Source: an optimization exercise on an open RTL-to-GDS flow (aim: small area, a short achievable clock period and few clock cycles). Production flows keep margins and buffers that such runs may drop.
In this exercise RTL edits were held to simulation tests only and were not proved equivalent to the original.
Power figures rest on the tool's default switching activity, not on a simulated workload.

File: flow/run.sh
#!/bin/bash
# The standard layout, with plain buf_2 cells as the port buffers and a
# clock tree without dummy loads.
set -euo pipefail
export BUFFER_PORTS_ARGS="-buffer_cell sky130_fd_sc_hd__buf_2"
export CTS_ARGS="-sink_clustering_enable -repair_clock_nets -sink_clustering_size 50 -sink_clustering_max_diameter 100 -buf_list {sky130_fd_sc_hd__clkbuf_16 sky130_fd_sc_hd__clkbuf_8} -root_buf sky130_fd_sc_hd__clkbuf_16 -dont_use_dummy_load -sink_buffer_max_cap_derate 1.0"
bash standard.sh > standard.log 2>&1
File: standard.sh
#!/bin/bash
# synth_recipe.tcl (not shown) runs the flow's synth.tcl, then flattens the netlist and writes it again
# the make line also repeats each setting of config.mk as NAME=value (left out here)
make -C /OpenROAD-flow-scripts/flow DESIGN_CONFIG=/design/flow/config.mk WORK_HOME=/design/flow/orfs CLKGATE_MAP_FILE= SYNTH_SCRIPT=/design/flow/synth_recipe.tcl "${@:-finish}"
File: config.mk
export PLATFORM = sky130hd
export DESIGN_NAME = LBP
export DESIGN_NICKNAME = LBP
export VERILOG_FILES = /design/flow/design.v
export SDC_FILE = /design/flow/constraint.sdc
export NUM_CORES = 4
export LEC_CHECK = 0
export CAP_MARGIN = 20
export CORE_MARGIN = 2
export CORE_UTILIZATION = 55
export CTS_BUF_LIST = sky130_fd_sc_hd__clkbuf_8 sky130_fd_sc_hd__clkbuf_4
export CTS_CLUSTER_DIAMETER = 100
export CTS_CLUSTER_SIZE = 40
export SETUP_SLACK_MARGIN = 2.3
export SLEW_MARGIN = 20
File: constraint.sdc
create_clock -name core_clock -period 4.0 [get_ports {clk}]
set_input_delay 0.8000 -clock core_clock [delete_from_list [all_inputs] [get_ports {clk}]]
set_output_delay 0.8000 -clock core_clock [all_outputs]
set_load 0.01 [all_outputs]
File: design.v
`timescale 1ns/10ps
module LBP ( clk, reset, gray_addr, gray_req, gray_data, lbp_addr, lbp_write, lbp_data, finish);
input   	clk;
input   	reset;
output  [5:0] 	gray_addr;
output        	gray_req;
input   	[7:0] 	gray_data;
output reg [5:0] 	lbp_addr;
output reg 		lbp_write;
output reg [7:0] 	lbp_data;
output reg 	finish;
reg [5:0] cnt;
wire [2:0] r = cnt[5:3];
wire [2:0] c = cnt[2:0];
assign gray_addr = cnt;
assign gray_req  = 1'b1;
always @(posedge clk or posedge reset)
begin
	if (reset) begin
		cnt <= 6'd0;
		finish <= 1'b0;
	end else begin
		cnt <= cnt + 6'd1;
		if (cnt == 6'd63) finish <= 1'b1;
	end
end
always @(posedge clk)
begin
	lbp_write <= !finish && (r >= 3'd2) && (c >= 3'd2);
end
reg [7:0] s1, s2, s3, s4, s5, s6, s7, s8, s9;
wire [7:0] n = gray_data;     
wire [7:0] a = s9;            
wire [7:0] b = s8;            
wire [7:0] cc = s7;           
wire [7:0] d = s1;            
always @(posedge clk)
begin
	s1 <= n; s2 <= s1; s3 <= s2; s4 <= s3; s5 <= s4;
	s6 <= s5; s7 <= s6; s8 <= s7; s9 <= s8;
end
reg [3:0] l0_1, l0_2, l0_3, l0_4, l0_5, l0_6, l0_7, l0_8, l0_9;
reg [1:0] l5;
reg       l6;
function [1:0] cmp;   
	input [7:0] x, y;
	reg [7:0] g, p;
	reg [3:0] g2, p2;
	reg [1:0] g4, p4;
	begin
		g = x & ~y;
		p = x | ~y;
		g2 = {g[7] | p[7] & g[6], g[5] | p[5] & g[4], g[3] | p[3] & g[2], g[1] | p[1] & g[0]};
		p2 = {g[7] | p[7] & p[6], g[5] | p[5] & p[4], g[3] | p[3] & p[2], g[1] | p[1] & p[0]};
		g4 = {g2[3] | p2[3] & g2[2], g2[1] | p2[1] & g2[0]};
		p4 = {g2[3] | p2[3] & p2[2], g2[1] | p2[1] & p2[0]};
		cmp = {g4[1] | p4[1] & g4[0], g4[1] | p4[1] & p4[0]};
	end
endfunction
wire [1:0] ca = cmp(a, n), cb = cmp(b, n), cc2 = cmp(cc, n), cd = cmp(d, n), cba = cmp(b, a);
wire a_ge = ca[0], n_ge_a = ~ca[1];
wire b_ge = cb[0], n_ge_b = ~cb[1];
wire c_ge = cc2[0], n_ge_c = ~cc2[1];
wire d_ge = cd[0];
wire b_ge_a = cba[0];
always @(posedge clk)
begin
	l0_1 <= {d_ge, c_ge, b_ge, a_ge};
	l0_2 <= l0_1; l0_3 <= l0_2; l0_4 <= l0_3; l0_5 <= l0_4;
	l0_6 <= l0_5; l0_7 <= l0_6; l0_8 <= l0_7; l0_9 <= l0_8;
	l5 <= {l5[0], n_ge_c};
	l6 <= n_ge_b;
	lbp_data <= {n_ge_a, l6, l5[1], b_ge_a, l0_9};
	lbp_addr <= {r - 3'd1, c - 3'd1};
end
endmodule
==> results of run 1 <==
-- worst register-to-register path, stage by stage, from the launching register on --
cell and delay, ns:
dfxtp_1 0.31, nand2b_4 0.13, maj3_2 0.29, maj3_2 0.30, maj3_2 0.32, o2bb2ai_2 0.12
o311a_1 0.10
-- cells in the final DEF, fill, tap and decap left out, types with 4 or more instances in the layout --
| master | instances |
|---|---|
| nor2b_1 | 7 |
| nand2b_1 | 7 |
| maj3_1 | 8 |
| maj3_2 | 22 |
| dfxtp_1 | 122 |
| nand2_1 | 4 |
| nor2_1 | 8 |
| ha_1 | 5 |
| buf_4 | 11 |
| buf_6 | 4 |
| nor3_1 | 4 |
| buf_2 | 24 |
| a21oi_1 | 11 |
| clkbuf_16 | 17 |
| dfrtp_1 | 4 |
| inv_1 | 17 |
-- through the flow --
| step | cells | utilization | cell area [µm²] | setup WS, ns | hold WS, ns |
|---|---|---|---|---|---|
| 5_1_grt | 407 | 0.711 | 4540 | 2.16 | 0.314 |
| 2_1_floorplan | 274 | - | 3690 | 1.95 | 0.310 |
| 3_5_place_dp | 379 | 0.613 | 3910 | 1.76 | 0.312 |
| 6_report | 407 | 0.711 | 4540 | 2.20 | 0.307 |
| 3_3_place_gp | 379 | 0.613 | 3910 | 1.77 | 0.310 |
| 4_1_cts | 406 | 0.704 | 4490 | 2.20 | 0.309 |
-- Yosys cell counts, drive strengths merged (3+ instances only) --
cell    number  area, µm²
ha           5       62.6
nand2        4       15.0
maj3        30        322
nor2b        8       50.1
o21ai        4       20.0
inv         22       82.6
dfrtp        7        175
nor2         9       33.8
xnor2        3       26.3
a21oi       14       70.1
o22ai        3       18.8
xor2         3       26.3
nor3         5       25.0
dfxtp      126       2520
nand2b       9       56.3
-- kinds of logic after synthesis --
kind of cell    after synthesis
simple gates                 41
buf+inv                      25
fa+ha+maj                    35
other cells                   1
flops                       133
compound gates               33
xor+xnor                      6
-- sequential cells by signal, summed over array words and instances (netlist names), 6 cells and up --
| name | flops |
|---|---|
| lbp_data | 8 |
| s1 | 8 |
| s2 | 8 |
| s3 | 8 |
| s4 | 8 |
| s5 | 8 |
| s6 | 8 |
| s7 | 8 |
| s8 | 8 |
| s9 | 8 |
| cnt | 6 |
| lbp_addr | 6 |
-- what timing repair did --
item,CTS,global route
pin swaps,9,12
resized for setup,24,15
setup buffers,10,1
endpoints found under the setup margin,14,14
-- power breakdown --
part	internal, mW	switching [mW]
clock network	0.731	0.431
registers	1.43	0.0339
logic	0.0624	0.0577
total	2.22	0.523
-- cell type report --
class | count | area (µm²) | area share
inverters | 22 | 90.1 | 0.0199
repair buffers | 42 | 298 | 0.0656
well taps | 77 | 96.3 | 0.0212
flip-flops and latches | 133 | 2710 | 0.597
clock buffers | 17 | 425 | 0.0937
multi-input cells | 116 | 920 | 0.203
-- how the worst max path moves through the flow --
stage / from / slack, ns / depth (start not counted) / end
after floorplan: gray_data[4] / 1.95 / 6 / l0_1[2]
after global placement: gray_data[1] / 1.77 / 7 / l0_1[3]
after detailed placement: gray_data[1] / 1.76 / 7 / l0_1[3]
after CTS: gray_data[0] / 2.20 / 7 / l0_1[3]
after global routing: gray_data[0] / 2.16 / 7 / l0_1[3]
final: gray_data[0] / 2.20 / 7 / l0_1[3]
-- routing by layer --
metal,vias to the layer above,GRT usage
met5,-,0
met2,37,0.239
met1,903,0.219
met4,0,0.0779
li1,1007,-
met3,4,0.0703
==> impl_metrics.py, run 1 <==
metrics = {
    "outcome": {
        "status": "complete, no violations",
    },
    "critical_path": {
        "reg2reg_to": "l0_1[3]",
        "rr_startpoint": "s1[0]",
        "cp_num_buf_inv": 1,
        "rr_worst_depth": 6,
        "crit_path_frequent_cell": "maj3_2",
        "cpPeakStageDelay_ns": 0.32,
        "reg2reg_slack_ns": 2.32,
        "required_ns": 4.27,
        "cp-end-kind": "flop",
        "critPathMaxFanout": 8,
        "crit_family": "adder cells",
        "path_cells": "buf_8 -> nand2b_4 -> maj3_2 -> maj3_2 -> maj3_2 -> o2bb2ai_2 -> o311a_1",
        "worstSetupPathType": "input pin to flop",
        "slowest_stage": "maj3_2",
        "crit_arrival_ns": 2.08,
        "start_kind": "input pin",
    },
    "pwr": {
        "power.density_mw_per_mm2": 605,
        "ir_worst_vdd_mv": 0.523,
        "power.total_mw": 2.75,
        "total_leakage_power_nw": 1.99,
    },
    "routing": {
        "wl_met3_um": 228,
        "wl_per_cell_um": 12.8,
        "drc": 0,
        "ant_nets": 0,
        "top_layer_used": "met4",
        "drt_wl_total_mm": 5.20,
        "dr.pass1.iters": 4,
        "wl_met1_mm": 2.61,
        "drtIter0Drc": 59,
        "met2WireLength_mm": 2.31,
        "vias_per_cell": 4.79,
        "vias": 1951,
    },
    "final_layout": {
        "fin_nets": 347,
        "drive_gt1_frac": 0.309,
        "insertedDiodeCount": 0,
        "synthToLayoutAreaGrowth_pct": 23.8,
        "num-fill-cells": 467,
    },
    "global_routing": {
        "grt_max_degree": 17,
        "antenna_found_initial": 0,
        "grt_pass1_wl_mm": 9.04,
        "grt-ovfl-total": 0,
        "grt_use_total": 0.167,
        "grt_pass1_vias": 1985,
    },
    "sta": {
        "slew_violations": 0,
        "final.setup.tns_ns": 0,
        "rsz0062_at_grt": "yes",
        "fin_worst_skew_ns": 0.0157,
        "setup_violations": 0,
        "hold_viol_final": 0,
        "clock.fmax_mhz": 554,
        "fin_crit_ns": 1.80,
        "period_share": 0.451,
    },
    "yosys": {
        "synth_compound_area_frac": 0.0567,
        "synth_xor_area_frac": 0.0143,
        "synthSimpleGateAreaFrac": 0.0594,
        "syn-num-nets": 289,
        "synth.area.mux_share": 0,
        "async_reset_ff_frac": 0.0526,
        "syn_avg_cell_area_um2": 13.4,
        "yosys_most_used_dff": "dfxtp_1",
        "synth_warnings": 1,
        "synth_top_family_by_area": "adder cells",
        "ys_seq_area_frac": 0.736,
        "syn_area_mm2": 0.00366,
        "ys_types": 35,
        "synth-seq-cells": 133,
        "synthAdderAreaFrac": 0.105,
        "synth-edff-count": 0,
        "synthCells": 274,
    },
    "floorplanning": {
        "dieArea_mm2": 0.00733,
        "start_util": 0.574,
        "die-height_um": 85.6,
        "core_area_mm2": 0.00639,
        "io-pin-count": 33,
        "die_w_um": 85.6,
        "row_count": 29,
    },
    "cts": {
        "htree_levels": 4,
        "cts_num_sinks": 133,
        "tritoncts": "yes",
        "clk_latency_ns": 0.39,
        "cts_buffers": 17,
        "path_clk_slew_ns": 0.05,
        "holdBufCountCts": 0,
        "cts_root_buf": "clkbuf_16",
        "cts_buffer_depth": 2,
    },
    "hold_path": {
        "min_to": "l0_4[0]",
        "hold_path_depth": 0,
        "min_from": "l0_3[0]",
        "hp-class": "flop to flop",
    },
    "flow_run": {
        "max-cap-violations": 0,
    },
    "place": {
        "gp_congestion": 0.885,
        "port_buffers": 31,
        "dp_hpwl_mm": 3.41,
    },
}
Testbench counts, summed over its fixed seeds: cycles 4,160.
==> run 2, diff against run 1 <==
--- a/design.v
+++ b/design.v
@@ -42,2 +42,3 @@
 reg [3:0] l0_1, l0_2, l0_3, l0_4, l0_5, l0_6, l0_7, l0_8, l0_9;
+reg [7:0] l4;
 reg [1:0] l5;
@@ -59,3 +60,3 @@
 endfunction
-wire [1:0] ca = cmp(a, n), cb = cmp(b, n), cc2 = cmp(cc, n), cd = cmp(d, n), cba = cmp(b, a);
+wire [1:0] ca = cmp(a, n), cb = cmp(b, n), cc2 = cmp(cc, n), cd = cmp(d, n);
 wire a_ge = ca[0], n_ge_a = ~ca[1];
@@ -63,4 +64,3 @@
 wire c_ge = cc2[0], n_ge_c = ~cc2[1];
-wire d_ge = cd[0];
-wire b_ge_a = cba[0];
+wire d_ge = cd[0], n_ge_d = ~cd[1];
 always @(posedge clk)
@@ -70,5 +70,6 @@
 	l0_6 <= l0_5; l0_7 <= l0_6; l0_8 <= l0_7; l0_9 <= l0_8;
+	l4 <= {l4[6:0], n_ge_d};
 	l5 <= {l5[0], n_ge_c};
 	l6 <= n_ge_b;
-	lbp_data <= {n_ge_a, l6, l5[1], b_ge_a, l0_9};
+	lbp_data <= {n_ge_a, l6, l5[1], l4[7], l0_9};
 	lbp_addr <= {r - 3'd1, c - 3'd1};
==> run 2 against run 1 <==
Compared with the run above:
- still clean
- cell count rose by 3.4%
- clock power barely moved
- clock-buffer cell count did not move
- core utilization fell by 3.5 points
- critical path depth fell by 6
- maximum frequency rose by 5.0%
- first-iteration DRC count fell by 36%
- worst hold slack got worse by 0.00059 ns
- worst setup slack improved by 0.086 ns
- wire length fell by 1.3%
- largest power group unchanged
==> impl_metrics.py, run 2 <==
metrics = {
    "outcome": {
        "status": "complete, no violations",
    },
    "critical_path": {
        "slowest_stage": "dfrtp_2",
        "start_kind": "flop",
        "startpoint": "cnt[4]",
        "rr_startpoint": "s1[4]",
        "worstSetupPathType": "flop to output port",
        "cp-end-kind": "output port",
        "cpPeakStageDelay_ns": 0.41,
        "crit_arrival_ns": 0.92,
        "reg2reg_to": "l0_1[3]",
        "path_cells": "buf_6",
        "reg2reg_slack_ns": 2.77,
        "critPathMaxFanout": 2,
        "crit_family": "flip-flops",
        "rr_worst_depth": 5,
        "path_depth": 1,
        "required_ns": 3.20,
        "cp_num_buf_inv": 1,
    },
    "global_routing": {
        "grt-ovfl-total": 0,
        "grt_use_total": 0.156,
        "antenna_found_initial": 0,
        "grt_pass1_wl_mm": 8.54,
        "grt_max_degree": 17,
        "grt_pass1_vias": 1900,
    },
    "sta": {
        "rsz0062_at_grt": "yes",
        "fin_crit_ns": 1.72,
        "fin_worst_skew_ns": 0.0172,
        "fin_hold_ws_ns": 0.306,
        "hold_viol_final": 0,
        "slew_violations": 0,
        "worst_slack_ns": 2.28,
        "final.setup.tns_ns": 0,
        "period_share": 0.430,
        "clock.fmax_mhz": 582,
        "setup_violations": 0,
    },
    "yosys": {
        "synth-edff-count": 0,
        "synth-seq-cells": 141,
        "syn_avg_cell_area_um2": 13.0,
        "synth_common_cells": "dfxtp_1 (134), nand2_1 (18), inv_1 (16)",
        "async_reset_ff_frac": 0.0496,
        "ys_seq_area_frac": 0.761,
        "yosys.area.top_type": "dfxtp_1",
        "syn-num-nets": 303,
        "synth_warnings": 1,
        "yosys_most_used_dff": "dfxtp_1",
        "netlist_top_cells_area": "dfxtp_1 (71%), dfrtp_1 (4.7%), maj3_1 (3.2%), nand2b_1 (1.8%), nand2_1 (1.8%)",
        "yosysTopAreaCellShare": 0.714,
        "syn_area_mm2": 0.00375,
        "synthCells": 288,
        "yosysMostFrequentCell": "dfxtp_1",
        "ys_types": 32,
    },
    "routing": {
        "drt_wl_total_mm": 5.13,
        "top_layer_used": "met4",
        "vias_per_cell": 4.73,
        "drc": 0,
        "wl_per_cell_um": 12.2,
        "vias": 1990,
        "wl_met3_um": 220,
        "met2WireLength_mm": 2.52,
        "ant_nets": 0,
        "wl_met1_mm": 2.31,
        "drtIter0Drc": 38,
        "dr.pass1.iters": 4,
    },
    "final_layout": {
        "final_cell_mix": "dfxtp_1 (134), buf_2 (27), nand2_1 (18), clkbuf_16 (17), inv_1 (16)",
        "synthToLayoutAreaGrowth_pct": 20.3,
        "insertedDiodeCount": 0,
        "final_area_mm2": 0.00452,
        "drive_gt1_frac": 0.217,
        "fin_nets": 358,
        "final_common_cell": "dfxtp_1",
        "fin_util": 0.676,
    },
    "floorplanning": {
        "row_count": 30,
        "dieArea_mm2": 0.00750,
        "io-pin-count": 33,
        "die-height_um": 86.6,
        "core_area_mm2": 0.00668,
        "die_w_um": 86.6,
        "start_util": 0.562,
    },
    "hold_path": {
        "hold_path_depth": 0,
        "hp-class": "flop to flop",
        "min_from": "l0_2[1]",
        "min_to": "l0_3[1]",
    },
    "place": {
        "place_area_mm2": 0.00399,
        "pre_cts_ws_ns": 2.12,
        "port_buffers": 31,
        "dp_hpwl_mm": 3.34,
        "gp_congestion": 0.739,
    },
    "cts": {
        "clk_latency_ns": 0.40,
        "cts_root_buf": "clkbuf_16",
        "path_clk_slew_ns": 0.05,
        "holdBufCountCts": 0,
        "tritoncts": "yes",
        "cts_num_sinks": 141,
        "htree_levels": 4,
        "cts_buffer_depth": 2,
        "cts_buffers": 17,
    },
    "pwr": {
        "ir_worst_vdd_mv": 0.364,
        "total_leakage_power_nw": 1.99,
        "power.density_mw_per_mm2": 629,
    },
    "flow_run": {
        "max-cap-violations": 0,
    },
}
-- run 2: cell count changes in the layout (fill, tap and decap cells not counted), sizes merged, moves of 4 or more --
cell and delta:
dfxtp +8, maj3 -18, nand2 +14, nand3 +4, o21ai +7
-- run 2: cells by family (layout without fill, tap and decap cells) --
family,Yosys count,after routing,share of synthesized area
simple gates,60,60,0.0810
flops,141,141,0.761
buf+inv,24,77,0.0253
compound gates,39,39,0.0690
other cells,1,1,0.000999
xor+xnor,6,6,0.0140
fa+ha+maj,17,17,0.0487
-- run 2: final cells by class --
type / instances / area [µm²]
clock buffer: 17 / 425
fill: 510 / 2160
inverter: 19 / 71.3
multi-input combinational: 123 / 802
sequential: 141 / 2860
tap: 80 / 100
timing repair buffer: 41 / 255
-- run 2: how the worst max path moves through the flow --
| stage | endpoint | slack (ns) |
|---|---|---|
| after detailed placement | l0_1[3] | 2.12 |
| after CTS | gray_addr[5] | 2.26 |
| after global placement | l0_1[3] | 2.14 |
| after floorplan | lbp_data[7] | 2.38 |
| after global routing | gray_addr[4] | 2.24 |
| final | gray_addr[4] | 2.28 |
-- run 2: routing by layer --
| metal | up-vias | GRT usage |
|---|---|---|
| met4 | 0 | 0.0810 |
| li1 | 1040 | - |
| met1 | 905 | 0.174 |
| met5 | - | 0 |
| met2 | 38 | 0.249 |
| met3 | 7 | 0.0714 |
-- run 2: metrics by stage --
| stage | cells | total power [mW] |
|---|---|---|
| floorplan | 288 | 1.64 |
| global placement | 394 | 1.68 |
| detailed placement | 394 | 1.69 |
| CTS | 418 | 2.88 |
| global route | 421 | 2.96 |
| finish | 421 | 2.84 |
-- run 2: repair_timing --
item	in CTS	in global routing
gates resized for setup	8	0
setup buffers	7	3
setup endpoints to repair	7	7
-- run 2: power by group --
part           internal (mW)  switching (mW)  total (mW)
sequential              1.53          0.0330        1.56
combinational         0.0427          0.0556      0.0983
clock                  0.732           0.452        1.18
Testbench counts of run 2, summed over its fixed seeds: cycles 4,160.
==> run 3, diff against run 2 <==
--- a/config.mk
+++ b/config.mk
@@ -9,3 +9,3 @@
 export CORE_MARGIN = 2
-export CORE_UTILIZATION = 55
+export CORE_UTILIZATION = 68
 export CTS_BUF_LIST = sky130_fd_sc_hd__clkbuf_8 sky130_fd_sc_hd__clkbuf_4
==> run 3 against run 2 <==
Compared with the run above:
- still clean
- area after synthesis is the same
- non-clock buffer count grew 1
- via count grew 6.4%
- largest power group unchanged
- core utilization grew 16 points
==> impl_metrics.py, run 3 <==
metrics = {
    "place": {
        "dp_hpwl_mm": 3.38,
        "gp_congestion": 0.731,
        "port_buffers": 31,
        "place_area_mm2": 0.00398,
        "pre_cts_ws_ns": 2.15,
    },
    "sta": {
        "slew_violations": 0,
        "period_share": 0.432,
        "final.setup.tns_ns": 0,
        "fin_hold_ws_ns": 0.311,
        "hold_viol_final": 0,
        "fin_worst_skew_ns": 0.0199,
        "rsz0062_at_grt": "yes",
        "fin_crit_ns": 1.73,
        "setup_violations": 0,
        "clock.fmax_mhz": 579,
        "worst_slack_ns": 2.27,
    },
    "pwr": {
        "ir_worst_vdd_mv": 0.405,
        "total_leakage_power_nw": 1.99,
        "power.density_mw_per_mm2": 637,
        "power.total_mw": 2.87,
    },
    "global_routing": {
        "grt_max_degree": 17,
        "grt_pass1_vias": 2183,
        "grt_use_total": 0.220,
        "grt-ovfl-total": 0,
        "grt_pass1_wl_mm": 9.85,
        "antenna_found_initial": 0,
    },
    "critical_path": {
        "crit_arrival_ns": 0.93,
        "reg2reg_slack_ns": 2.74,
        "cp_num_buf_inv": 1,
        "path_cells": "buf_6",
        "cp-end-kind": "output port",
        "start_kind": "flop",
        "slowest_stage": "dfrtp_2",
        "cpPeakStageDelay_ns": 0.41,
        "crit_family": "flip-flops",
        "required_ns": 3.20,
        "critPathMaxFanout": 2,
        "worstSetupPathType": "flop to output port",
    },
    "yosys": {
        "synth-edff-count": 0,
        "yosys_most_used_dff": "dfxtp_1",
        "synth_common_cells": "dfxtp_1 (134), nand2_1 (18), inv_1 (16)",
        "syn_area_mm2": 0.00375,
        "netlist_top_cells_area": "dfxtp_1 (71%), dfrtp_1 (4.7%), maj3_1 (3.2%), nand2b_1 (1.8%), nand2_1 (1.8%)",
        "yosys.area.top_type": "dfxtp_1",
        "ys_seq_area_frac": 0.761,
        "syn-num-nets": 303,
        "synth-seq-cells": 141,
        "syn_avg_cell_area_um2": 13.0,
        "async_reset_ff_frac": 0.0496,
        "ys_types": 32,
        "synth_warnings": 1,
        "yosysTopAreaCellShare": 0.714,
        "synthCells": 288,
        "yosysMostFrequentCell": "dfxtp_1",
    },
    "floorplanning": {
        "die-height_um": 78.3,
        "row_count": 27,
        "die_w_um": 78.3,
        "start_util": 0.695,
        "dieArea_mm2": 0.00613,
        "core_area_mm2": 0.00541,
        "io-pin-count": 33,
    },
    "final_layout": {
        "fin_nets": 359,
        "insertedDiodeCount": 0,
        "drive_gt1_frac": 0.213,
        "num-fill-cells": 303,
        "multi_input_area_um2": 802,
        "final_common_cell": "dfxtp_1",
        "final_area_mm2": 0.00450,
        "final_cell_mix": "dfxtp_1 (134), buf_2 (29), nand2_1 (18), clkbuf_16 (17), inv_1 (16)",
        "synthToLayoutAreaGrowth_pct": 19.8,
        "seq_area_mm2": 0.00286,
    },
    "cts": {
        "holdBufCountCts": 0,
        "htree_levels": 4,
        "cts_root_buf": "clkbuf_16",
        "tritoncts": "yes",
        "cts_num_sinks": 141,
        "path_clk_slew_ns": 0.06,
        "cts_buffers": 17,
        "clk_latency_ns": 0.41,
        "cts_buffer_depth": 2,
    },
    "hold_path": {
        "hp-class": "flop to flop",
    },
    "routing": {
        "dr.pass1.iters": 4,
        "wl_per_cell_um": 14.8,
        "vias": 2117,
        "vias_per_cell": 5.11,
        "drt_wl_total_mm": 6.12,
        "drtIter0Drc": 58,
        "drc": 0,
        "ant_nets": 0,
    },
    "flow_run": {
        "max-cap-violations": 0,
    },
    "outcome": {
        "status": "complete, no violations",
    },
}
[run 3: cell counts after synthesis]
No cell type changed its count.
[run 3: final cells by class]
cell class / instances / share of cell area
clock buffers: 17 / 0.0945
inverters: 19 / 0.0159
multi-input cells: 123 / 0.178
flip-flops and latches: 141 / 0.636
well taps: 72 / 0.0200
repair buffers: 42 / 0.0556
[run 3: path summary, 6_finish.rpt]
check | cells after the start | startpoint | end
setup / recovery | 1 | cnt[4] | gray_addr[4]
hold / removal | 0 | l0_3[0] | l0_4[0]
setup reg to reg | 4 | s1[0] | l0_1[3]
hold reg to reg | 0 | l0_3[0] | l0_4[0]
max in group asynchronous | 2 | reset | cnt[2]
min in group asynchronous | 2 | reset | cnt[0]
[run 3: report_power, final]
group	switching, mW	internal (mW)
registers	0.0369	1.53
clock network	0.468	0.732
logic	0.0591	0.0428
[run 3: repair_timing]
item                                   CTS  global route
setup endpoints to repair                7             7
pin swaps                                0             0
cloned                                   0             0
setup buffers                            7             4
gates resized for setup                  4             0
endpoints found under the hold margin    0             0
[run 3: cells by family after synthesis]
group	count (synthesis)	synth area share
buffers and inverters	24	0.0253
other	1	0.000999
adders and majority gates	17	0.0487
DFF	141	0.761
AOI/OAI and AO/OA	39	0.0690
and+or+nand+nor	60	0.0810
xor gates and xnor gates	6	0.0140
[run 3: stage by stage]
step,instances,util
2_1_floorplan,288,-
3_3_place_gp,386,0.736
3_5_place_dp,386,0.736
4_1_cts,410,0.827
5_1_grt,414,0.832
6_report,414,0.832
[run 3: per-layer routing]
layer,global-route usage,routed length (µm),part of all wire
met1,0.230,2510,0.41
met5,0,0,0
met4,0.111,126,0.021
met2,0.382,3200,0.52
met3,0.0885,281,0.046
==> run 4, diff against run 3 <==
--- a/design.v
+++ b/design.v
@@ -32,9 +32,9 @@
 wire [7:0] n = gray_data;     
-wire [7:0] a = s9;            
-wire [7:0] b = s8;            
-wire [7:0] cc = s7;           
-wire [7:0] d = s1;            
+wire [7:0] a = ~s9;           
+wire [7:0] b = ~s8;           
+wire [7:0] cc = ~s7;          
+wire [7:0] d = ~s1;           
 always @(posedge clk)
 begin
-	s1 <= n; s2 <= s1; s3 <= s2; s4 <= s3; s5 <= s4;
+	s1 <= ~n; s2 <= s1; s3 <= s2; s4 <= s3; s5 <= s4;
 	s6 <= s5; s7 <= s6; s8 <= s7; s9 <= s8;
@@ -42,3 +42,2 @@
 reg [3:0] l0_1, l0_2, l0_3, l0_4, l0_5, l0_6, l0_7, l0_8, l0_9;
-reg [7:0] l4;
 reg [1:0] l5;
@@ -60,3 +59,3 @@
 endfunction
-wire [1:0] ca = cmp(a, n), cb = cmp(b, n), cc2 = cmp(cc, n), cd = cmp(d, n);
+wire [1:0] ca = cmp(a, n), cb = cmp(b, n), cc2 = cmp(cc, n), cd = cmp(d, n), cba = cmp(b, a);
 wire a_ge = ca[0], n_ge_a = ~ca[1];
@@ -64,3 +63,4 @@
 wire c_ge = cc2[0], n_ge_c = ~cc2[1];
-wire d_ge = cd[0], n_ge_d = ~cd[1];
+wire d_ge = cd[0];
+wire b_ge_a = cba[0];
 always @(posedge clk)
@@ -70,6 +70,5 @@
 	l0_6 <= l0_5; l0_7 <= l0_6; l0_8 <= l0_7; l0_9 <= l0_8;
-	l4 <= {l4[6:0], n_ge_d};
 	l5 <= {l5[0], n_ge_c};
 	l6 <= n_ge_b;
-	lbp_data <= {n_ge_a, l6, l5[1], l4[7], l0_9};
+	lbp_data <= {n_ge_a, l6, l5[1], b_ge_a, l0_9};
 	lbp_addr <= {r - 3'd1, c - 3'd1};
--- a/config.mk
+++ b/config.mk
@@ -9,3 +9,3 @@
 export CORE_MARGIN = 2
-export CORE_UTILIZATION = 68
+export CORE_UTILIZATION = 55
 export CTS_BUF_LIST = sky130_fd_sc_hd__clkbuf_8 sky130_fd_sc_hd__clkbuf_4
@@ -13,3 +13,3 @@
 export CTS_CLUSTER_SIZE = 40
-export SETUP_SLACK_MARGIN = 2.3
+export SETUP_SLACK_MARGIN = 2.4
 export SLEW_MARGIN = 20
==> run 4 against run 3 <==
Compared with the run above:
- cell count stayed put
- non-clock buffer count is 4 lower
- combinational power hardly changed
- area after synthesis is 3.6% lower
- highest routed layer unchanged
==> impl_metrics.py, run 4 <==
metrics = {
    "yosys": {
        "syn_avg_cell_area_um2": 12.5,
        "netlist_top_cells_area": "dfxtp_1 (70%), dfrtp_1 (4.8%), a21oi_1 (3.6%), ha_1 (2.1%), inv_1 (2.1%)",
        "async_reset_ff_frac": 0.0526,
        "synth_common_cells": "dfxtp_1 (126), a21oi_1 (26), inv_1 (20)",
        "ys_seq_area_frac": 0.746,
        "yosysTopAreaCellShare": 0.697,
        "synth_warnings": 1,
        "synth-seq-cells": 133,
        "yosys_most_used_dff": "dfxtp_1",
        "synth-edff-count": 0,
        "yosys.area.top_type": "dfxtp_1",
        "ys_types": 35,
        "syn-num-nets": 306,
        "yosysMostFrequentCell": "dfxtp_1",
        "synthCells": 290,
        "syn_area_mm2": 0.00362,
    },
    "final_layout": {
        "drive_gt1_frac": 0.214,
        "final_common_cell": "dfxtp_1",
        "insertedDiodeCount": 0,
        "final_cell_mix": "dfxtp_1 (121), a21oi_1 (26), buf_2 (23), inv_1 (20), clkbuf_16 (17)",
        "num-fill-cells": 460,
        "fin_nets": 355,
        "final_cell_count_no_fill": 414,
        "fin_util": 0.690,
        "final_area_mm2": 0.00438,
        "synthToLayoutAreaGrowth_pct": 21.0,
    },
    "place": {
        "dp_hpwl_mm": 3.41,
        "port_buffers": 31,
        "post-place-cells": 390,
        "pre_cts_ws_ns": 1.97,
        "place_area_mm2": 0.00384,
        "gp_congestion": 0.799,
    },
    "floorplanning": {
        "core_area_mm2": 0.00635,
        "start_util": 0.570,
        "dieArea_mm2": 0.00724,
        "die_w_um": 85.1,
        "die-height_um": 85.1,
        "row_count": 29,
        "io-pin-count": 33,
    },
    "pwr": {
        "power.density_mw_per_mm2": 626,
        "netSwitchingFraction": 0.194,
        "power.total_mw": 2.74,
        "p_sw_mw": 0.531,
        "power_frac_clock": 0.427,
        "seq_power_share": 0.536,
        "internal_power_mw": 2.21,
        "comb_power_share": 0.037,
        "ir_worst_vdd_mv": 0.479,
        "total_leakage_power_nw": 1.92,
    },
    "global_routing": {
        "grt_pass1_wl_mm": 8.89,
        "grt_pass1_vias": 1992,
        "grt_max_degree": 18,
        "grt-ovfl-total": 0,
        "antenna_found_initial": 0,
        "grt_use_total": 0.163,
    },
    "critical_path": {
        "crit_arrival_ns": 0.91,
        "crit_family": "flip-flops",
        "startpoint": "cnt[2]",
        "cpPeakStageDelay_ns": 0.41,
        "critPathMaxFanout": 2,
        "required_ns": 3.20,
        "start_kind": "flop",
        "slowest_stage": "dfrtp_2",
        "path_cells": "buf_6",
        "cp-end-kind": "output port",
        "worstSetupPathType": "flop to output port",
        "cp_num_buf_inv": 1,
        "rr_startpoint": "s8[0]",
    },
    "cts": {
        "holdBufCountCts": 0,
        "clk_latency_ns": 0.40,
        "cts_buffers": 17,
        "tritoncts": "yes",
        "cts_num_sinks": 133,
        "htree_levels": 4,
        "path_clk_slew_ns": 0.05,
        "cts_root_buf": "clkbuf_16",
        "cts_buffer_depth": 2,
    },
    "flow_run": {
        "max-cap-violations": 0,
    },
    "routing": {
        "dr.pass1.iters": 6,
        "vias_per_cell": 5.06,
        "vias": 2096,
        "drt_wl_total_mm": 5.27,
        "ant_nets": 0,
        "wl_per_cell_um": 12.7,
        "drtIter0Drc": 109,
        "drc": 0,
    },
    "sta": {
        "fin_worst_skew_ns": 0.0167,
        "worst_slack_ns": 2.29,
        "hold_viol_final": 0,
        "rsz0062_at_grt": "yes",
        "slew_violations": 0,
        "fin_hold_ws_ns": 0.312,
        "fin_crit_ns": 1.71,
        "final.setup.tns_ns": 0,
        "clock.fmax_mhz": 586,
        "period_share": 0.427,
        "setup_violations": 0,
    },
    "outcome": {
        "status": "complete, no violations",
    },
    "hold_path": {
        "min_from": "s6[4]",
        "hp-class": "flop to flop",
    },
}
[run 4: changes by cell type after synthesis, sizes merged, moves of 4 or more]
cell,change
dfxtp,-8
nor2b,-9
a31oi,+4
clkbuf,+4
o221ai,+4
nand2b,-8
a21oi,+15
maj3,-6
nand2,-10
[run 4: what timing repair did]
action / in CTS / in global routing
cloned: 0 / 0
buffers inserted: 7 / 0
gates resized for setup: 9 / 8
endpoints found under the setup margin: 24 / 24
[run 4: cells by family (layout without fill, tap and decap cells)]
| group | Yosys count | count (layout) | synth area share |
|---|---|---|---|
| other | 1 | 1 | 0.00104 |
| xor gates and xnor gates | 6 | 6 | 0.0145 |
| DFF | 133 | 133 | 0.746 |
| buffers and inverters | 30 | 77 | 0.0342 |
| AOI/OAI and AO/OA | 63 | 63 | 0.105 |
| and+or+nand+nor | 45 | 45 | 0.0609 |
| adders and majority gates | 12 | 12 | 0.0387 |
[run 4: cell type report]
type	count	area, µm²	area share
sequential	133	2710	0.618
multi-input combinational	127	811	0.185
clock buffer	17	425	0.0971
timing repair buffer	38	258	0.0589
tap	77	96.3	0.0220
inverter	22	82.6	0.0189
[run 4: metal layers]
metal,vias up,global-route usage,part of all wire
li1,1072,-,-
met1,954,0.182,0.44
met2,52,0.265,0.49
met3,18,0.0642,0.045
met4,0,0.0952,0.027
met5,-,0,0
[run 4: worst paths after layout]
check	end	slack (ns)	depth (start not counted)
setup / recovery	gray_addr[2]	2.29	1
setup reg to reg	lbp_data[4]	2.57	5
min in group asynchronous	cnt[4]	0.34	2
hold / removal	s7[4]	0.31	0
hold reg to reg	s7[4]	0.31	0
max in group asynchronous	cnt[2]	3.42	2
[run 4: power groups by stage]
stage	registers (mW)	logic, mW	clock network [mW]
3_5_place_dp	1.49	0.0946	0
5_1_grt	1.48	0.114	1.26
6_report	1.47	0.101	1.17
4_1_cts	1.47	0.0983	1.21
2_1_floorplan	1.49	0.0631	0
3_3_place_gp	1.49	0.0933	0
Testbench counts of run 4, summed over its fixed seeds: cycles 4,160.
==> run 5, diff against run 4 <==
--- a/config.mk
+++ b/config.mk
@@ -13,3 +13,3 @@
 export CTS_CLUSTER_SIZE = 40
-export SETUP_SLACK_MARGIN = 2.4
+export SETUP_SLACK_MARGIN = 2.3
 export SLEW_MARGIN = 20
==> run 5 against run 4 <==
Compared with the run above:
- sequential share of layout area increased by 0.45 points
- non-clock buffer count unchanged
- critical endpoint unchanged
- worst setup slack improved by 0.0020 ns
- critical path depth unchanged
- largest power group unchanged
- worst hold slack got worse by 0.0081 ns
==> impl_metrics.py, run 5 <==
metrics = {
    "outcome": {
        "status": "complete, no violations",
    },
    "yosys": {
        "syn-num-nets": 306,
        "netlist_top_cells_area": "dfxtp_1 (70%), dfrtp_1 (4.8%), a21oi_1 (3.6%), ha_1 (2.1%), inv_1 (2.1%)",
        "ys_seq_area_frac": 0.746,
        "yosys_most_used_dff": "dfxtp_1",
        "synth_warnings": 1,
        "yosysTopAreaCellShare": 0.697,
        "yosysMostFrequentCell": "dfxtp_1",
        "synth-seq-cells": 133,
        "synth_common_cells": "dfxtp_1 (126), a21oi_1 (26), inv_1 (20)",
        "synthCells": 290,
        "syn_avg_cell_area_um2": 12.5,
        "yosys.area.top_type": "dfxtp_1",
        "syn_area_mm2": 0.00362,
        "async_reset_ff_frac": 0.0526,
        "synth-edff-count": 0,
        "ys_types": 35,
    },
    "critical_path": {
        "slowest_stage": "dfrtp_2",
        "crit_arrival_ns": 0.90,
        "cp-end-kind": "output port",
        "path_cells": "buf_6",
        "cp_num_buf_inv": 1,
        "start_kind": "flop",
        "crit_family": "flip-flops",
        "critPathMaxFanout": 2,
        "required_ns": 3.20,
        "worstSetupPathType": "flop to output port",
        "cpPeakStageDelay_ns": 0.41,
    },
    "global_routing": {
        "grt_max_degree": 18,
        "antenna_found_initial": 0,
        "grt_use_total": 0.159,
        "grt-ovfl-total": 0,
        "grt_pass1_wl_mm": 8.58,
        "grt_pass1_vias": 1965,
    },
    "floorplanning": {
        "row_count": 29,
        "start_util": 0.570,
        "io-pin-count": 33,
        "core_area_mm2": 0.00635,
        "die_w_um": 85.1,
        "die-height_um": 85.1,
        "dieArea_mm2": 0.00724,
    },
    "sta": {
        "hold_viol_final": 0,
        "fin_crit_ns": 1.70,
        "setup_violations": 0,
        "rsz0062_at_grt": "yes",
        "fin_worst_skew_ns": 0.0176,
        "final.setup.tns_ns": 0,
        "period_share": 0.426,
        "slew_violations": 0,
        "worst_slack_ns": 2.30,
        "clock.fmax_mhz": 587,
    },
    "flow_run": {
        "max-cap-violations": 0,
    },
    "place": {
        "pre_cts_ws_ns": 1.96,
        "port_buffers": 31,
        "post-place-cells": 390,
        "gp_congestion": 0.795,
        "dp_hpwl_mm": 3.30,
    },
    "pwr": {
        "total_leakage_power_nw": 1.90,
        "seq_power_share": 0.538,
        "netSwitchingFraction": 0.192,
        "ir_worst_vdd_mv": 0.533,
        "internal_power_mw": 2.20,
        "power.density_mw_per_mm2": 629,
        "power_frac_clock": 0.428,
        "power.total_mw": 2.73,
        "p_sw_mw": 0.525,
        "comb_power_share": 0.034,
    },
    "final_layout": {
        "synthToLayoutAreaGrowth_pct": 19.9,
        "num-fill-cells": 449,
        "final_common_cell": "dfxtp_1",
        "seq_area_mm2": 0.00270,
        "fin_util": 0.683,
        "insertedDiodeCount": 0,
        "fin_nets": 355,
        "multi_input_area_um2": 807,
        "final_cell_count_no_fill": 414,
        "drive_gt1_frac": 0.199,
        "final_cell_mix": "dfxtp_1 (126), buf_2 (28), a21oi_1 (26), inv_1 (20), clkbuf_16 (17)",
    },
    "cts": {
        "cts_buffer_depth": 2,
        "cts_num_sinks": 133,
        "path_clk_slew_ns": 0.06,
        "cts_root_buf": "clkbuf_16",
        "tritoncts": "yes",
        "cts_buffers": 17,
        "htree_levels": 4,
        "clk_latency_ns": 0.39,
    },
    "routing": {
        "vias": 2071,
        "drtIter0Drc": 105,
        "dr.pass1.iters": 4,
        "drc": 0,
        "vias_per_cell": 5.00,
        "drt_wl_total_mm": 5.17,
        "ant_nets": 0,
        "wl_per_cell_um": 12.5,
    },
    "hold_path": {
        "hp-class": "flop to flop",
    },
}
## run 5: timing repair
| item | 4_1_cts | 5_1_grt |
|---|---|---|
| setup buffers | 7 | 0 |
| cloned | 0 | 0 |
| setup endpoints to repair | 7 | 7 |
| resized for setup | 5 | 1 |
| hold buffers | 0 | 0 |
## run 5: power by group through the flow
stage / clock network [mW] / registers (mW) / logic [mW]
after floorplan: 0 / 1.49 / 0.0626
after global placement: 0 / 1.49 / 0.0933
after detailed placement: 0 / 1.49 / 0.0943
after CTS: 1.19 / 1.47 / 0.0950
after global routing: 1.26 / 1.48 / 0.106
final: 1.17 / 1.47 / 0.0938
## run 5: area by class of cell
| class | count | share of cell area |
|---|---|---|
| inverter | 22 | 0.0190 |
| sequential | 133 | 0.623 |
| timing repair buffer | 38 | 0.0522 |
| clock buffer | 17 | 0.0980 |
| multi-input combinational | 127 | 0.186 |
| tap | 77 | 0.0222 |
## run 5: layer usage
metal  vias to the layer above  track usage  part of all wire
met5                         -            0                 0
met4                         0       0.0736             0.016
met3                         5       0.0749             0.049
met2                        47        0.261              0.48
met1                       947        0.176              0.45
li1                       1072            -                 -
## run 5: cells by family (layout without fill, tap and decap cells)
group,after synthesis,in the layout,share of synthesized area
adders and majority gates,12,12,0.0387
DFF,133,133,0.746
buffers and inverters,30,77,0.0342
xor gates and xnor gates,6,6,0.0145
AOI/OAI and AO/OA,63,63,0.105
and+or+nand+nor,45,45,0.0609
other,1,1,0.00104
## run 5: through the flow
step | area [µm²] | hold slack [ns]
finish | 4340 | 0.304
global route | 4340 | 0.316
CTS | 4330 | 0.304
detailed placement | 3840 | 0.312
global placement | 3840 | 0.310
floorplan | 3630 | 0.310
## run 5: path summary, 6_finish.rpt
kind                               from      endpoint  slack (ns)  depth (start not counted)
worst max-delay path             cnt[2]  gray_addr[2]        2.30                          1
worst min-delay path            l0_6[0]       l0_7[0]        0.30                          0
worst max register to register    s8[0]   lbp_data[4]        2.57                          5
worst min register to register  l0_6[0]       l0_7[0]        0.30                          0
max in group asynchronous         reset        cnt[2]        3.42                          2
min in group asynchronous         reset        finish        0.34                          2
==> run 6, diff against run 5 <==
==> flow/run.sh (replaced) <==
#!/bin/bash
# The standard layout, with plain buf_2 cells as the port buffers instead of
# the slow delay cells buffer_ports picks by default.
set -euo pipefail
export BUFFER_PORTS_ARGS="-buffer_cell sky130_fd_sc_hd__buf_2"
bash standard.sh > standard.log 2>&1
==> run 6 against run 5 <==
Compared with the run above:
- still clean
- core utilization about the same
- via count up 1.0%
- clock skew down 0.0046 ns
- critical path depth unchanged
- clock-buffer cell count up 1
- worst hold slack better by 0.011 ns
- combinational power about the same
- die area unchanged
- sequential cell count unchanged
- global-route usage down 0.54 points
- critical path type unchanged
- critical endpoint unchanged
- largest cell class unchanged
==> impl_metrics.py, run 6 <==
metrics = {
    "outcome": {
        "status": "complete, no violations",
    },
    "yosys": {
        "ys_types": 35,
        "synth_common_cells": "dfxtp_1 (126), a21oi_1 (26), inv_1 (20)",
        "yosys_most_used_dff": "dfxtp_1",
        "ys_seq_area_frac": 0.746,
        "synthSimpleGateAreaFrac": 0.0609,
        "netlist_top_cells_area": "dfxtp_1 (70%), dfrtp_1 (4.8%), a21oi_1 (3.6%), ha_1 (2.1%), inv_1 (2.1%)",
        "syn_area_mm2": 0.00362,
        "synth-seq-cells": 133,
        "synth_compound_area_frac": 0.105,
        "synth_warnings": 1,
        "syn_avg_cell_area_um2": 12.5,
        "synth_top_family_by_area": "compound AO/OA/AOI/OAI gates",
        "synth_xor_area_frac": 0.0145,
        "yosysTopAreaCellShare": 0.697,
        "syn-num-nets": 306,
        "yosysMostFrequentCell": "dfxtp_1",
        "synth-edff-count": 0,
        "synth.area.mux_share": 0,
        "synthAdderAreaFrac": 0.0387,
        "yosys.area.top_type": "dfxtp_1",
        "synthCells": 290,
        "async_reset_ff_frac": 0.0526,
    },
    "final_layout": {
        "final_cell_count_no_fill": 429,
        "final_common_cell": "dfxtp_1",
        "drive_gt1_frac": 0.233,
        "fin_util": 0.683,
        "insertedDiodeCount": 0,
        "synthToLayoutAreaGrowth_pct": 19.8,
        "fin_nets": 355,
        "final_cell_mix": "dfxtp_1 (126), buf_2 (28), a21oi_1 (26), inv_1 (20), clkbuf_8 (18)",
    },
    "global_routing": {
        "grt_max_degree": 18,
        "grt_use_total": 0.154,
        "grt_pass1_vias": 1962,
        "grt-ovfl-total": 0,
        "antenna_found_initial": 0,
        "grt_pass1_wl_mm": 8.41,
    },
    "routing": {
        "drc": 0,
        "drtIter0Drc": 70,
        "vias_per_cell": 4.88,
        "ant_nets": 0,
        "dr.pass1.iters": 4,
        "drt_wl_total_mm": 5.04,
        "vias": 2092,
        "wl_per_cell_um": 11.8,
    },
    "sta": {
        "clock.fmax_mhz": 577,
        "rsz0062_at_grt": "yes",
        "fin_worst_skew_ns": 0.0130,
        "setup_violations": 0,
        "fin_crit_ns": 1.73,
        "worst_slack_ns": 2.27,
        "period_share": 0.433,
        "hold_viol_final": 0,
        "final.setup.tns_ns": 0,
        "slew_violations": 0,
        "fin_hold_ws_ns": 0.315,
    },
    "cts": {
        "tritoncts": "yes",
        "clk_latency_ns": 0.41,
        "path_clk_slew_ns": 0.07,
        "cts_buffer_depth": 2,
        "cts_buffers": 17,
        "cts_num_sinks": 133,
        "cts_root_buf": "clkbuf_8",
        "htree_levels": 4,
    },
    "place": {
        "dp_hpwl_mm": 3.30,
        "port_buffers": 31,
        "pre_cts_ws_ns": 1.96,
        "gp_congestion": 0.795,
        "post-place-cells": 390,
    },
    "pwr": {
        "ir_worst_vdd_mv": 0.622,
        "total_leakage_power_nw": 1.90,
        "power.density_mw_per_mm2": 621,
    },
    "critical_path": {
        "worstSetupPathType": "flop to output port",
        "crit_family": "flip-flops",
        "crit_arrival_ns": 0.93,
        "required_ns": 3.20,
        "cp_num_buf_inv": 1,
        "critPathMaxFanout": 2,
        "slowest_stage": "dfrtp_2",
        "start_kind": "flop",
        "cpPeakStageDelay_ns": 0.42,
        "path_cells": "buf_6",
        "cp-end-kind": "output port",
    },
    "hold_path": {
        "hp-class": "input pin to async pin",
    },
    "floorplanning": {
        "core_area_mm2": 0.00635,
        "io-pin-count": 33,
        "die_w_um": 85.1,
        "start_util": 0.570,
        "die-height_um": 85.1,
        "row_count": 29,
        "dieArea_mm2": 0.00724,
    },
    "flow_run": {
        "max-cap-violations": 0,
    },
}
-- run 6: path summary, 6_finish.rpt --
kind / from / end / slack, ns / depth (start not counted)
worst min register to register: l0_2[1] / l0_3[1] / 0.32 / 0
worst min-delay path: reset / finish / 0.31 / 2
min in group core_clock: l0_2[1] / l0_3[1] / 0.32 / 0
worst max register to register: s8[0] / lbp_data[4] / 2.57 / 5
worst max-delay path: cnt[2] / gray_addr[2] / 2.27 / 1
max in group asynchronous: reset / cnt[2] / 3.45 / 2
-- run 6: cells by family after synthesis --
kind of cell               Yosys count
and+or+nand+nor                     45
other                                1
DFF                                133
AOI/OAI and AO/OA                   63
xor gates and xnor gates             6
adders and majority gates           12
buffers and inverters               30
-- run 6: area by class of cell --
class,count,area [µm²]
Timing Repair Buffer,38,226
Clock buffer,18,248
Inverter,22,82.6
Fill cell,464,2010
Sequential cell,133,2700
Multi-Input combinational cell,127,807
Tap cell,77,96.3
Clock inverter,14,175
-- run 6: repair_timing --
action                     in CTS  in global routing
gates resized for setup         6                  0
pin swaps                       0                  0
setup buffers                   7                  0
hold endpoints to repair        0                  0
hold buffers                    0                  0
setup endpoints to repair       7                  7
-- run 6: through the flow --
stage | instance area, µm² | power, mW
after floorplan | 3630 | 1.55
after global placement | 3840 | 1.58
after detailed placement | 3840 | 1.59
after CTS | 4340 | 2.72
after global routing | 4340 | 2.80
final | 4340 | 2.69
-- run 6: routing by layer --
metal,up-vias,track usage,part of all wire
li1,1086,-,-
met1,957,0.172,0.46
met4,0,0.0736,0.011
met5,-,0,0
met2,45,0.251,0.48
met3,4,0.0691,0.048
-- run 6: power breakdown --
part	internal (mW)	switching, mW	total (mW)
Combinational	0.0412	0.0524	0.0936
Sequential	1.43	0.0359	1.46
Clock	0.640	0.498	1.14
==> run 7, diff against run 6 <==
==> flow/run.sh (replaced) <==
#!/bin/bash
# The standard layout, with plain buf_2 cells as the port buffers and a
# clock tree without dummy loads.
set -euo pipefail
export BUFFER_PORTS_ARGS="-buffer_cell sky130_fd_sc_hd__buf_2"
export CTS_ARGS="-sink_clustering_enable -repair_clock_nets -sink_clustering_size 50 -sink_clustering_max_diameter 100 -buf_list {sky130_fd_sc_hd__clkbuf_8} -root_buf sky130_fd_sc_hd__clkbuf_16 -dont_use_dummy_load"
bash standard.sh > standard.log 2>&1
==> run 7 against run 6 <==
Compared with the run above:
- maximum frequency increased by 2.7%
- core utilization is 2.8 points lower
- global-route usage decreased by 0.089 points
- cell count shrank 3.0%
- area after synthesis unchanged
- sequential cell count stayed put
- largest cell class unchanged
- largest power group unchanged
==> impl_metrics.py, run 7 <==
metrics = {
    "critical_path": {
        "reg2reg_to": "lbp_data[4]",
        "start_kind": "flop",
        "cpPeakStageDelay_ns": 0.42,
        "required_ns": 3.20,
        "critPathMaxFanout": 5,
        "reg2reg_slack_ns": 2.57,
        "cp_num_buf_inv": 1,
        "slowest_stage": "dfrtp_2",
        "rr_startpoint": "s8[0]",
        "crit_family": "flip-flops",
        "path_cells": "buf_2",
        "rr_worst_depth": 5,
        "worstSetupPathType": "flop to output port",
        "crit_arrival_ns": 0.89,
        "cp-end-kind": "output port",
        "startpoint": "cnt[2]",
    },
    "cts": {
        "cts_buffers": 17,
        "holdBufCountCts": 0,
        "clk_latency_ns": 0.35,
        "cts_buffer_depth": 2,
        "htree_levels": 4,
        "cts_num_sinks": 133,
        "cts_root_buf": "clkbuf_16",
        "path_clk_slew_ns": 0.08,
        "tritoncts": "yes",
    },
    "global_routing": {
        "grt_max_degree": 18,
        "grt_pass1_vias": 1945,
        "antenna_found_initial": 0,
        "grt-ovfl-total": 0,
        "grt_pass1_wl_mm": 8.29,
        "grt_use_total": 0.153,
    },
    "yosys": {
        "synthCells": 290,
        "synth_warnings": 1,
        "yosysMostFrequentCell": "dfxtp_1",
        "yosysTopAreaCellShare": 0.697,
        "synth-edff-count": 0,
        "synth_xor_area_frac": 0.0145,
        "syn_area_mm2": 0.00362,
        "synth_compound_area_frac": 0.105,
        "synth.area.mux_share": 0,
        "netlist_top_cells_area": "dfxtp_1 (70%), dfrtp_1 (4.8%), a21oi_1 (3.6%), ha_1 (2.1%), inv_1 (2.1%)",
        "synthAdderAreaFrac": 0.0387,
        "ys_seq_area_frac": 0.746,
        "ys_types": 35,
        "synthSimpleGateAreaFrac": 0.0609,
        "synth_top_family_by_area": "compound AO/OA/AOI/OAI gates",
        "yosys.area.top_type": "dfxtp_1",
        "async_reset_ff_frac": 0.0526,
        "syn-num-nets": 306,
        "syn_avg_cell_area_um2": 12.5,
        "synth_common_cells": "dfxtp_1 (126), a21oi_1 (26), inv_1 (20)",
        "synth-seq-cells": 133,
        "yosys_most_used_dff": "dfxtp_1",
    },
    "sta": {
        "hold_viol_final": 0,
        "clock.fmax_mhz": 593,
        "final.setup.tns_ns": 0,
        "rsz0062_at_grt": "yes",
        "fin_crit_ns": 1.69,
        "slew_violations": 0,
        "setup_violations": 0,
        "fin_hold_ws_ns": 0.297,
        "fin_worst_skew_ns": 0.0228,
        "period_share": 0.422,
    },
    "final_layout": {
        "seq_area_mm2": 0.00270,
        "final_common_cell": "dfxtp_1",
        "multi_input_area_um2": 807,
        "final_cell_mix": "dfxtp_1 (126), buf_2 (30), a21oi_1 (26), inv_1 (20), clkbuf_8 (16)",
        "drive_gt1_frac": 0.204,
        "num-fill-cells": 483,
        "insertedDiodeCount": 0,
        "synthToLayoutAreaGrowth_pct": 14.9,
        "final_area_mm2": 0.00416,
        "fin_nets": 357,
    },
    "pwr": {
        "comb_power_share": 0.040,
        "power_frac_clock": 0.333,
        "total_leakage_power_nw": 1.83,
        "ir_worst_vdd_mv": 0.440,
        "power.density_mw_per_mm2": 562,
        "seq_power_share": 0.626,
        "p_sw_mw": 0.469,
        "internal_power_mw": 1.87,
        "netSwitchingFraction": 0.201,
    },
    "floorplanning": {
        "dieArea_mm2": 0.00724,
        "die_w_um": 85.1,
        "io-pin-count": 33,
        "die-height_um": 85.1,
        "core_area_mm2": 0.00635,
        "start_util": 0.570,
        "row_count": 29,
    },
    "place": {
        "gp_congestion": 0.795,
        "dp_hpwl_mm": 3.30,
        "place_area_mm2": 0.00384,
        "port_buffers": 31,
    },
    "flow_run": {
        "max-cap-violations": 0,
    },
    "routing": {
        "drc": 0,
        "dr.pass1.iters": 4,
        "vias": 2041,
        "vias_per_cell": 4.91,
        "wl_per_cell_um": 12.0,
        "drt_wl_total_mm": 4.98,
        "drtIter0Drc": 94,
        "ant_nets": 0,
    },
    "hold_path": {
        "min_to": "l0_7[0]",
        "hp-class": "flop to flop",
        "min_from": "l0_6[0]",
        "hold_path_depth": 0,
    },
    "outcome": {
        "status": "complete, no violations",
    },
}
[run 7: cell counts after synthesis]
Identical to the previous run, type by type.
[run 7: per-stage QoR]
| stage | cells | setup WS (ns) | utilization | power (mW) |
|---|---|---|---|---|
| floorplan | 290 | 2.13 | - | 1.55 |
| global placement | 390 | 1.99 | 0.605 | 1.58 |
| detailed placement | 390 | 1.96 | 0.605 | 1.59 |
| CTS | 412 | 2.26 | 0.650 | 2.36 |
| global route | 416 | 2.28 | 0.655 | 2.44 |
| finish | 416 | 2.31 | 0.655 | 2.34 |
[run 7: worst max path at each step]
stage | to | slack (ns) | cells past startpoint
4_1_cts | gray_addr[2] | 2.26 | 1
3_5_place_dp | lbp_data[7] | 1.96 | 6
5_1_grt | gray_addr[2] | 2.28 | 1
2_1_floorplan | lbp_data[7] | 2.13 | 6
6_report | gray_addr[2] | 2.31 | 1
3_3_place_gp | lbp_data[7] | 1.99 | 6
[run 7: area by class of cell]
cell class / instances / area share
tap: 77 / 0.0232
multi-input combinational: 127 / 0.194
timing repair buffer: 40 / 0.0542
clock buffer: 17 / 0.0590
inverter: 22 / 0.0199
sequential: 133 / 0.650
[run 7: timing repair]
item / 4_1_cts / 5_1_grt
buffers inserted: 5 / 4
endpoints found under the setup margin: 6 / 6
gates resized for setup: 3 / 2
[run 7: power by group through the flow]
stage	Clock, mW	Sequential [mW]	Combinational, mW
floorplan	0	1.49	0.0626
global placement	0	1.49	0.0933
detailed placement	0	1.49	0.0943
CTS	0.805	1.46	0.0949
global route	0.863	1.47	0.106
finish	0.779	1.46	0.0941
[run 7: cell families after synthesis]
logic type,after synthesis
DFF,133
adders and majority gates,12
AOI/OAI and AO/OA,63
buffers and inverters,30
and+or+nand+nor,45
xor gates and xnor gates,6
other,1
[run 7: per-layer routing]
| metal | GRT usage | vias up | wire length (µm) |
|---|---|---|---|
| met5 | 0 | - | 0 |
| met2 | 0.246 | 41 | 2380 |
| met3 | 0.0749 | 4 | 209 |
| met4 | 0.0736 | 0 | 57 |
| li1 | - | 1073 | - |
| met1 | 0.169 | 923 | 2330 |
==> run 8, diff against run 7 <==
--- a/flow/run.sh
+++ b/flow/run.sh
@@ -2,3 +2,3 @@
 # The standard layout, with plain buf_2 cells as the port buffers and a
-# clock tree without dummy loads.
+# clkbuf_16 root and clkbuf_8 leaves in the clock tree, without dummy loads.
 set -euo pipefail
==> run 8 against run 7 <==
Compared with the run above:
- first-iteration DRC count is the same
- worst hold slack unchanged
- sequential cell count unchanged
- core utilization unchanged
- critical endpoint unchanged
- combinational power barely moved
- final area stayed put
- largest power group unchanged
- maximum frequency unchanged
- total power stayed put
- via count stayed put
- highest routed layer unchanged
- register-to-register slack about the same
==> impl_metrics.py, run 8 <==
metrics = {
    "final_layout": {
        "multi_input_area_um2": 807,
        "final_common_cell": "dfxtp_1",
        "num-fill-cells": 483,
        "fin_util": 0.655,
        "synthToLayoutAreaGrowth_pct": 14.9,
        "final_area_mm2": 0.00416,
        "seq_area_mm2": 0.00270,
        "insertedDiodeCount": 0,
        "final_cell_mix": "dfxtp_1 (126), buf_2 (30), a21oi_1 (26), inv_1 (20), clkbuf_8 (16)",
        "drive_gt1_frac": 0.204,
        "fin_nets": 357,
    },
    "critical_path": {
        "crit_family": "flip-flops",
        "startpoint": "cnt[2]",
        "reg2reg_slack_ns": 2.57,
        "path_depth": 1,
        "worstSetupPathType": "flop to output port",
        "rr_worst_depth": 5,
        "cp-end-kind": "output port",
        "reg2reg_to": "lbp_data[4]",
        "required_ns": 3.20,
        "start_kind": "flop",
        "slowest_stage": "dfrtp_2",
        "crit_path_end": "gray_addr[2]",
        "cp_num_buf_inv": 1,
        "critPathMaxFanout": 5,
        "cpPeakStageDelay_ns": 0.42,
        "crit_arrival_ns": 0.89,
        "path_cells": "buf_2",
        "rr_startpoint": "s8[0]",
    },
    "global_routing": {
        "grtUsageMet1": 0.169,
        "grt_use_total": 0.153,
        "grt-ovfl-total": 0,
        "met2_usage": 0.246,
        "antenna_found_initial": 0,
        "use_met3": 0.0749,
        "grt_pass1_vias": 1945,
        "grt_max_degree": 18,
        "grt_busiest_layer": "met2",
        "grt_pass1_wl_mm": 8.29,
    },
    "floorplanning": {
        "die_w_um": 85.1,
        "start_util": 0.570,
        "dieArea_mm2": 0.00724,
        "row_count": 29,
        "core_area_mm2": 0.00635,
        "io-pin-count": 33,
        "die-height_um": 85.1,
    },
    "place": {
        "port_buffers": 31,
        "dp_hpwl_mm": 3.30,
        "place_area_mm2": 0.00384,
        "gp_congestion": 0.795,
    },
    "cts": {
        "cts_num_sinks": 133,
        "cts_buffer_depth": 2,
        "cts_buffers": 17,
        "cts_root_buf": "clkbuf_16",
        "clk_latency_ns": 0.35,
        "htree_levels": 4,
        "path_clk_slew_ns": 0.08,
        "tritoncts": "yes",
    },
    "yosys": {
        "netlist_top_cells_area": "dfxtp_1 (70%), dfrtp_1 (4.8%), a21oi_1 (3.6%), ha_1 (2.1%), inv_1 (2.1%)",
        "syn-num-nets": 306,
        "ys_seq_area_frac": 0.746,
        "ys_types": 35,
        "yosysMostFrequentCell": "dfxtp_1",
        "synthCells": 290,
        "synth_common_cells": "dfxtp_1 (126), a21oi_1 (26), inv_1 (20)",
        "synth-edff-count": 0,
        "syn_area_mm2": 0.00362,
        "syn_avg_cell_area_um2": 12.5,
        "yosys_most_used_dff": "dfxtp_1",
        "async_reset_ff_frac": 0.0526,
        "synth-seq-cells": 133,
        "yosys.area.top_type": "dfxtp_1",
        "yosysTopAreaCellShare": 0.697,
        "synth_warnings": 1,
    },
    "routing": {
        "drt_wl_total_mm": 4.98,
        "vias_per_cell": 4.91,
        "vias": 2041,
        "drc": 0,
        "drtIter0Drc": 94,
        "wl_per_cell_um": 12.0,
        "ant_nets": 0,
        "dr.pass1.iters": 4,
    },
    "pwr": {
        "power_frac_clock": 0.333,
        "netSwitchingFraction": 0.201,
        "total_leakage_power_nw": 1.83,
        "seq_power_share": 0.626,
        "comb_power_share": 0.040,
        "ir_worst_vdd_mv": 0.440,
        "power.density_mw_per_mm2": 562,
        "p_sw_mw": 0.469,
        "internal_power_mw": 1.87,
    },
    "sta": {
        "period_share": 0.422,
        "slew_violations": 0,
        "fin_worst_skew_ns": 0.0228,
        "clock.fmax_mhz": 593,
        "final.setup.tns_ns": 0,
        "fin_crit_ns": 1.69,
        "hold_viol_final": 0,
        "rsz0062_at_grt": "yes",
        "fin_hold_ws_ns": 0.297,
        "setup_violations": 0,
    },
    "outcome": {
        "status": "complete, no violations",
    },
    "flow_run": {
        "max-cap-violations": 0,
    },
    "hold_path": {
        "hp-class": "flop to flop",
    },
}
run 8: cell counts after synthesis:
Identical to the previous run, type by type.
run 8: layout make-up:
| type | count | share of cell area |
|---|---|---|
| Sequential cell | 133 | 0.650 |
| Multi-Input combinational cell | 127 | 0.194 |
| Clock buffer | 17 | 0.0590 |
| Timing Repair Buffer | 40 | 0.0542 |
| Tap cell | 77 | 0.0232 |
| Inverter | 22 | 0.0199 |
run 8: logic make-up (layout without fill, tap and decap cells):
group                      after synthesis  in the layout  share of synthesized area
adders and majority gates               12             12                     0.0387
buffers and inverters                   30             79                     0.0342
other                                    1              1                    0.00104
xor gates and xnor gates                 6              6                     0.0145
DFF                                    133            133                      0.746
and+or+nand+nor                         45             45                     0.0609
AOI/OAI and AO/OA                       63             63                      0.105
run 8: worst min-delay path by stage:
stage,startpoint,end,slack [ns],depth (start not counted)
floorplan,l0_1[0],l0_2[0],0.31,0
detailed placement,l0_3[0],l0_4[0],0.31,0
global placement,l0_5[3],l0_6[3],0.31,0
finish,l0_6[0],l0_7[0],0.30,0
CTS,s6[7],s7[7],0.30,0
global route,s6[7],s7[7],0.30,0
run 8: metrics by stage:
| stage | worst slack [ns] | cells | power (mW) |
|---|---|---|---|
| detailed placement | 1.96 | 390 | 1.59 |
| floorplan | 2.13 | 290 | 1.55 |
| global route | 2.28 | 416 | 2.44 |
| CTS | 2.26 | 412 | 2.36 |
| global placement | 1.99 | 390 | 1.58 |
| finish | 2.31 | 416 | 2.34 |
run 8: timing repair:
item,CTS,global route
setup endpoints to repair,6,6
buffers inserted,5,4
resized for setup,3,2
hold buffers,0,0
run 8: layer usage:
layer,part of all wire,routed length (µm)
met2,0.48,2380
met4,0.011,57
met5,0,0
met3,0.042,209
met1,0.47,2330
run 8: power by group through the flow:
stage	clock network, mW	registers [mW]	logic (mW)
CTS	0.805	1.46	0.0949
global route	0.863	1.47	0.106
floorplan	0	1.49	0.0626
detailed placement	0	1.49	0.0943
global placement	0	1.49	0.0933
finish	0.779	1.46	0.0941

port drivers added, routing unchanged:
The flow's constraints put no driver on any port. The routed layouts listed below were extracted and timed again, unchanged, in two steps. Step 1, drivers: a clkbuf_16 drives clk and a buf_2 each remaining input, both assumed. Step 2 adds t to the input delays and takes it off the output delays; t is the mean of the earliest and latest rising clock arrival at the registers after step 1. Input paths then give back, and output paths get back, about the clock's delay inside the block. Slacks: ideal ports / drivers / drivers and shift; pairs: ideal ports / drivers.
run	t (ns)	setup WS [ns]	hold slack, ns	clock arrival spread, ns	worst register clock-pin slew, ns
run 1	0.422	2.195 / 2.182 / 1.760	0.307 / 0.307 / 0.307	0.016 / 0.016	0.06 / 0.06
run 2	0.426	2.282 / 2.247 / 2.100	0.306 / 0.306 / 0.306	0.027 / 0.027	0.06 / 0.06
run 3	0.429	2.273 / 2.239 / 2.122	0.311 / 0.311 / 0.311	0.024 / 0.025	0.06 / 0.06
run 4	0.419	2.294 / 2.263 / 2.033	0.312 / 0.312 / 0.312	0.023 / 0.023	0.06 / 0.06
run 5	0.422	2.296 / 2.258 / 1.941	0.304 / 0.304 / 0.304	0.025 / 0.025	0.06 / 0.06
run 6	0.434	2.268 / 2.234 / 1.946	0.315 / 0.302 / 0.323	0.015 / 0.015	0.08 / 0.08
run 7	0.371	2.314 / 2.276 / 1.987	0.297 / 0.297 / 0.297	0.031 / 0.031	0.08 / 0.08
run 8	0.371	2.314 / 2.276 / 1.987	0.297 / 0.297 / 0.297	0.031 / 0.031	0.08 / 0.08
After both steps every run listed still meets setup and hold. For run 1, which loses most, drivers alone change the setup slack by -0.013 ns; drivers and shift together by -0.435 ns.
